From an optimization exercise on the open Yosys and OpenROAD flow, aimed at small area; shortcuts taken in it are not production practice. In this exercise RTL edits were held to simulation tests only and were not proved equivalent to the original. No driver is modelled on the clock port, so clock power and skew are understated where the tree is cut down; a real chip needs a root buffer or a tree. Power is estimated from default activity; no workload was simulated.

old:
// steering
module steering(
                    PCLK,
                    PENABLE,
                    PSEL,
                    PRESETN,
                    PWRITE,
                    PREADY,
                    PSLVERR,
                    PADDR,
                    PWDATA,
                    PRDATA,
                    SERVOMOTOR1,
                    SERVOMOTOR2,
                    SERVOMOTORPWM,
                    SAMPLEINT);
For scale: about 83 I/O pins.
Settings: LEC_CHECK=0, ABC_AREA=1, CAP_MARGIN=20, CORE_MARGIN=2, CORE_UTILIZATION=70, CTS_BUF_LIST=sky130_fd_sc_hd__clkbuf_8, SLEW_MARGIN=20; clock period 10.0 ns.
run.sh (not shown) runs the stock make flow with config.mk's settings and CLKGATE_MAP_FILE= SYNTH_SCRIPT=/design/flow/synth_recipe.tcl, a recipe that flattens the netlist after the stock synthesis.
old reached the end of the flow, and the finished layout is clean on the timing, design-rule and antenna checks.
#### Input delta (new over old)
==> flow/flow/run.sh (new file) <==
#!/bin/bash
# Standard ORFS layout (the standard.sh) with three knobs changed:
# no dummy loads in the clock tree, buf_1 as the port buffer, and one tie cell per
# constant value instead of one per constant port. Each tool's output goes to the
# ORFS logs under orfs/logs; make's own output goes to flow_make.log.
set -euo pipefail
bash standard.sh \
  "CTS_ARGS=-sink_clustering_enable -repair_clock_nets -dont_use_dummy_load -buf_list sky130_fd_sc_hd__clkbuf_8" \
  "BUFFER_PORTS_ARGS=-buffer_cell sky130_fd_sc_hd__buf_1" \
  "SKIP_REPAIR_TIE_FANOUT=1" \
  finish > flow_make.log 2>&1
==> flow/standard.sh (new file) <==
#!/bin/bash
# synth_recipe.tcl (not shown) runs the flow's synth.tcl, then flattens the netlist and writes it again
# the make line also repeats each setting of config.mk as NAME=value (left out here)
make -C /OpenROAD-flow-scripts/flow DESIGN_CONFIG=/design/flow/config.mk WORK_HOME=/design/flow/orfs CLKGATE_MAP_FILE= SYNTH_SCRIPT=/design/flow/synth_recipe.tcl "${@:-finish}"
removed: flow/run.sh
Findings:
- The number of combinational gates with multiple inputs in new sits about 10% below the value recorded for old.
- Re layout overhead on the synthesized area: new is 6.8 points down on old.
- new has more setup slack than old.
- Changes observed in new relative to old: sequential share of layout area rose by 3.3 points; global-route wire length before repair shrank by 2.2%; detailed-route via count lower.

========
The RTL this note starts from:
==> flow/design.v <==
module steering(
                    PCLK,
                    PENABLE,
                    PSEL,
                    PRESETN,
                    PWRITE,
                    PREADY,
                    PSLVERR,
                    PADDR,
                    PWDATA,
                    PRDATA,
                    SERVOMOTOR1,
                    SERVOMOTOR2,
                    SERVOMOTORPWM,
                    SAMPLEINT);
input PCLK, PENABLE, PSEL, PRESETN, PWRITE;
input wire [31:0] PWDATA;
input [7:0] PADDR;
output [31:0] PRDATA;
output PREADY, PSLVERR;
output reg SERVOMOTOR1, SERVOMOTOR2;
output SERVOMOTORPWM;
output SAMPLEINT;
assign PREADY = 1'b1;
assign PSLVERR = 1'b0;
assign PRDATA = 32'd0;
wire we = PENABLE & PWRITE & PSEL;
reg active;
reg [9:0] des_pos, act_pos;
always @(posedge PCLK)
begin
    if (!PRESETN)
    begin
        active <= 1'b0;
        des_pos <= 10'd512;
        act_pos <= 10'd0;
    end
    else if (we)
    begin
        if (PWDATA[20])
            act_pos <= PWDATA[9:0];
        else if (active)
            des_pos <= PWDATA[9:0];
        if (PWDATA[23])
            active <= 1'b0;
        else if (PWDATA[22])
            active <= 1'b1;
    end
end
localparam [16:0] S_0      = 17'hce3b;
localparam [16:0] S_50001  = 17'h05ab;
localparam [16:0] S_99990  = 17'hec59;
localparam [16:0] S_100000 = 17'h1671d;
reg [16:0] dc;
reg tick;
reg sint;
reg comp;
wire wrap = (dc == S_100000);
always @(posedge PCLK)
begin
    if (!PRESETN)
    begin
        dc <= S_0;
        tick <= 1'b1;
        sint <= 1'b0;
    end
    else
    begin
        dc <= {dc[15:0], dc[16] ^ dc[13] ^ wrap};
        tick <= wrap;
        if (tick)
            sint <= 1'b1;
        else if (dc == S_50001)
            sint <= 1'b0;
    end
end
assign SAMPLEINT = sint;
always @(posedge PCLK)
    comp <= (dc == S_99990) | (comp & ~tick);
reg [11:0] r;
reg [5:0] c;
reg Y, pwm;
reg [65:0] R;
wire [10:0] dcy;
wire [9:0] nact = ~act_pos;
assign dcy[0] = 1'b1;
assign dcy[10:1] = (des_pos & nact) | (dcy[9:0] & (des_pos ^ nact));
wire [10:0] d = {~dcy[10], des_pos ^ nact ^ dcy[9:0]};
wire e0 = R[55] & comp;
wire e1 = R[44] & comp;
wire e2 = R[33] & comp;
wire e3 = R[22] & comp;
wire e4 = R[11] & comp;
wire o12 = e1 | e2, a12 = e1 & e2, o34 = e3 | e4, a34 = e3 & e4;
wire [3:0] th = {a12 & a34, (a12 & o34) | (a34 & o12), a12 | a34 | (o12 & o34), o12 | o34};
reg [7:0] u;
always @(*)
begin
    case ({tick, e0, th})
        6'b000000: u = 8'h00;
        6'b000001: u = 8'hf5;
        6'b000011: u = 8'hea;
        6'b000111: u = 8'hdf;
        6'b001111: u = 8'hd4;
        6'b010000: u = 8'h2e;
        6'b010001: u = 8'h23;
        6'b010011: u = 8'h18;
        6'b010111: u = 8'h0d;
        6'b011111: u = 8'h02;
        6'b100000: u = 8'h00;
        6'b100001: u = 8'h0b;
        6'b100011: u = 8'h16;
        6'b100111: u = 8'h21;
        6'b101111: u = 8'h2c;
        6'b110000: u = 8'hd2;
        6'b110001: u = 8'hdd;
        6'b110011: u = 8'he8;
        6'b110111: u = 8'hf3;
        6'b111111: u = 8'hfe;
        default: u = 8'h00;
    endcase
end
reg [6:0] A;
wire [7:0] Ax = {A[6], A};
wire [8:0] scy;
assign scy[0] = 1'b0;
assign scy[8:1] = (Ax & u) | (scy[7:0] & (Ax ^ u));
wire [7:0] S = Ax ^ u ^ scy[7:0];
always @(posedge PCLK)
    A <= {S[7] & comp, S[6:1]};    
reg clr;
always @(posedge PCLK)
    clr <= ~PRESETN | (clr & ~(r == 12'hf3b));    
always @(posedge PCLK)
begin
    R <= {R[0], R[65:1]};
    if (comp)
        R[10] <= S[0];
    if (clr)
        R[10] <= 1'b0;
    if (tick)
        R[10:0] <= d;
end
wire neg = S[7];
wire [11:0] hi = {S[7:0], R[10:7]};
wire hz = ~(|hi);                      
wire ho = &hi;                         
wire [5:0] x = R[6:1];
wire acte = active & PRESETN;
reg [5:0] m;
reg mc;
always @(posedge PCLK)
begin
    if (tick | ~PRESETN)
    begin
        m <= {6{~acte}} | ({6{hz}} & ~x) | ({6{ho}} & x);
        mc <= ~acte | hz;
        SERVOMOTOR1 <= acte & neg;
        SERVOMOTOR2 <= acte & ~neg;
    end
end
localparam [11:0] R_0    = 12'h807;
localparam [11:0] R_79   = 12'h5cd;
localparam [11:0] R_3919 = 12'h403;
wire rend = (r == R_3919);
wire pend = c[5] & c[4] & c[1] & c[0] & (r == R_79);    
wire cz = c[5] & c[4] & c[3];                           
wire [6:0] ccy;
assign ccy[0] = 1'b1;
assign ccy[6:1] = c & ccy[5:0];
wire [5:0] cinc = c ^ ccy[5:0];
wire [6:0] cley;
assign cley[0] = mc;
assign cley[6:1] = (m & c) | (cley[5:0] & (m ^ c));
always @(posedge PCLK)
begin
    if (!PRESETN)
    begin
        r <= R_0;
        c <= 6'd0;
        Y <= 1'b1;
        pwm <= 1'b0;
    end
    else
    begin
        if (pend)
        begin
            r <= R_3919;
            c <= 6'd63;
        end
        else
        begin
            r <= {r[10:0], r[11] ^ r[4] ^ r[1] ^ r[0] ^ rend};
            if (rend)
                c <= cinc;
        end
        Y <= cz | ~cley[6];
        pwm <= Y;
    end
end
assign SERVOMOTORPWM = pwm;
endmodule
==> flow/config.mk <==
export PLATFORM = sky130hd
export DESIGN_NAME = steering
export DESIGN_NICKNAME = steering
export VERILOG_FILES = /design/flow/design.v
export SDC_FILE = /design/flow/constraint.sdc
export NUM_CORES = 4
export LEC_CHECK = 0
export ABC_AREA = 1
export CAP_MARGIN = 20
export CORE_MARGIN = 2
export CORE_UTILIZATION = 70
export GPL_TIMING_DRIVEN = 0
export SLEW_MARGIN = 20
==> flow/constraint.sdc <==
create_clock -name core_clock -period 10.0 [get_ports {PCLK}]
set_input_delay 2.0000 -clock core_clock [delete_from_list [all_inputs] [get_ports {PCLK}]]
set_output_delay 2.0000 -clock core_clock [all_outputs]
set_load 0.01 [all_outputs]
standard.sh (not shown) runs the stock make flow with config.mk's settings and CLKGATE_MAP_FILE= SYNTH_SCRIPT=/design/flow/synth_recipe.tcl, a recipe that flattens the netlist after the stock synthesis.
==> flow/flow/run.sh <==
#!/bin/bash
# Standard ORFS layout (the standard.sh) with these changes:
#  - after the floorplan, flow/rmp_stage.tcl re-maps the combinational logic for area
#    with OpenROAD's restructure (registers untouched) and merges the tie cells;
#  - buf_1 as the port buffer, and one tie cell per constant value instead of one per port;
#  - the clock tree is built by flow/mycts.tcl (one root buffer, six leaf buffers over
#    balanced k-means clusters of the flip-flops) instead of TritonCTS's H-tree, after
#    taking gates back to their smallest drive strength (repair_design then sizes up
#    what the slew and capacitance limits need).
# Each step's output goes to a log of its own: ORFS's logs under orfs/logs, make's output
# to flow_make_*.log, the restructure step to rmp_stage.log (ABC's to rmp_work/abc.log)
# and the clock tree step to cts_stage.log.
set -euo pipefail
here=$(pwd)
knobs=("BUFFER_PORTS_ARGS=-buffer_cell sky130_fd_sc_hd__buf_1" "SKIP_REPAIR_TIE_FANOUT=1")
res=$here/orfs/results/$FLOW_PLATFORM/steering/base
logs=$here/orfs/logs/$FLOW_PLATFORM/steering/base
bash standard.sh "${knobs[@]}" floorplan > flow_make_floorplan.log 2>&1
python3 $here/flow/filter_lib.py $FLOW_HOME/platforms/sky130hd/lib/sky130_fd_sc_hd__tt_025C_1v80.lib \
  $here/rmp_lib.lib > filter_lib.log 2>&1
RES_DIR=$res RMP_LIB=$here/rmp_lib.lib RMP_WORK=$here/rmp_work \
  openroad -no_init -exit $here/flow/rmp_stage.tcl > rmp_stage.log 2>&1
bash standard.sh "${knobs[@]}" place > flow_make_place.log 2>&1
RES_DIR=$res MYCTS_DIR=$here/flow MYCTS_NLEAF=6 MYCTS_LEAF=sky130_fd_sc_hd__buf_12 \
  MYCTS_ROOT=sky130_fd_sc_hd__clkbuf_8 \
  openroad -no_init -exit $here/flow/cts_stage.tcl > cts_stage.log 2>&1
cp cts_stage.log $logs/4_1_cts.log
cp $res/4_1_cts.odb $res/4_cts.odb
touch $res/4_cts.sdc
bash standard.sh "${knobs[@]}" finish > flow_make_finish.log 2>&1
Other scripts of this flow, unchanged in this note and not shown: flow/flow/cts_stage.tcl, flow/flow/filter_lib.py, flow/flow/mycts.tcl, flow/flow/rmp_stage.tcl
Rerun with:
- CORE_UTILIZATION: 70 -> 80
- GPL_TIMING_DRIVEN: 0 -> default
Effect: The changed run completed with no timing, DRC or antenna violations. Critical path depth is unchanged. Fmax went down by about 2.6%. Sequential share of layout area went up by 0.14 points. Global-route usage went up by 4.0 points.
Rerun with:
- CORE_UTILIZATION: 80 -> 70
- CTS_BUF_LIST: default -> sky130_fd_sc_hd__clkbuf_8
What happened:
- The changed run went through all stages and came out clean
- first-iteration DRC count drops by a quarter to a third
- register-to-register slack improves by 360 ps
- critical path depth climbs by 3
- clock power barely changes
- die area climbs by roughly a tenth
- sequential share of layout area drops by 0.35 points
- power is about the same
- wire length drops by a few percent
No run of this note takes its clock network from TritonCTS; it comes from the design's own scripts or RTL.

-- afterwards: timing with drivers on the ports --
Ports are ideal in the flow. The routed layouts listed here were re-timed in OpenROAD. Step 1: set_driving_cell puts a clkbuf_16 on PCLK and a buf_2 on each other input, an assumption about the parent block. Step 2 adds t to the input delays and takes it off the output delays; t is the mean of the earliest and latest rising clock arrival at the registers after step 1. Input paths then give back, and output paths get back, about the clock's delay inside the block. a / b / c = ideal ports / drivers / drivers and shift; a / b = the first two.
run | t (ns) | slack for setup (ns) | latest minus earliest clock arrival (ns) | pins driven straight from the clock port
old | 0.468 | 3.794 / 3.794 / 3.794 | 0.011 / 0.012 | 1
new | 0.437 | 3.889 / 3.889 / 3.889 | 0.034 / 0.034 | 1
the first run of note 2 | 0.396 | 4.938 / 4.938 / 4.938 | 0.009 / 0.010 | 1
the second run of note 2 | 0.395 | 4.803 / 4.803 / 4.803 | 0.009 / 0.009 | 1
the third run of note 2 | 0.404 | 5.161 / 5.161 / 5.161 | 0.015 / 0.014 | 1
After both steps every run listed still meets setup and hold.
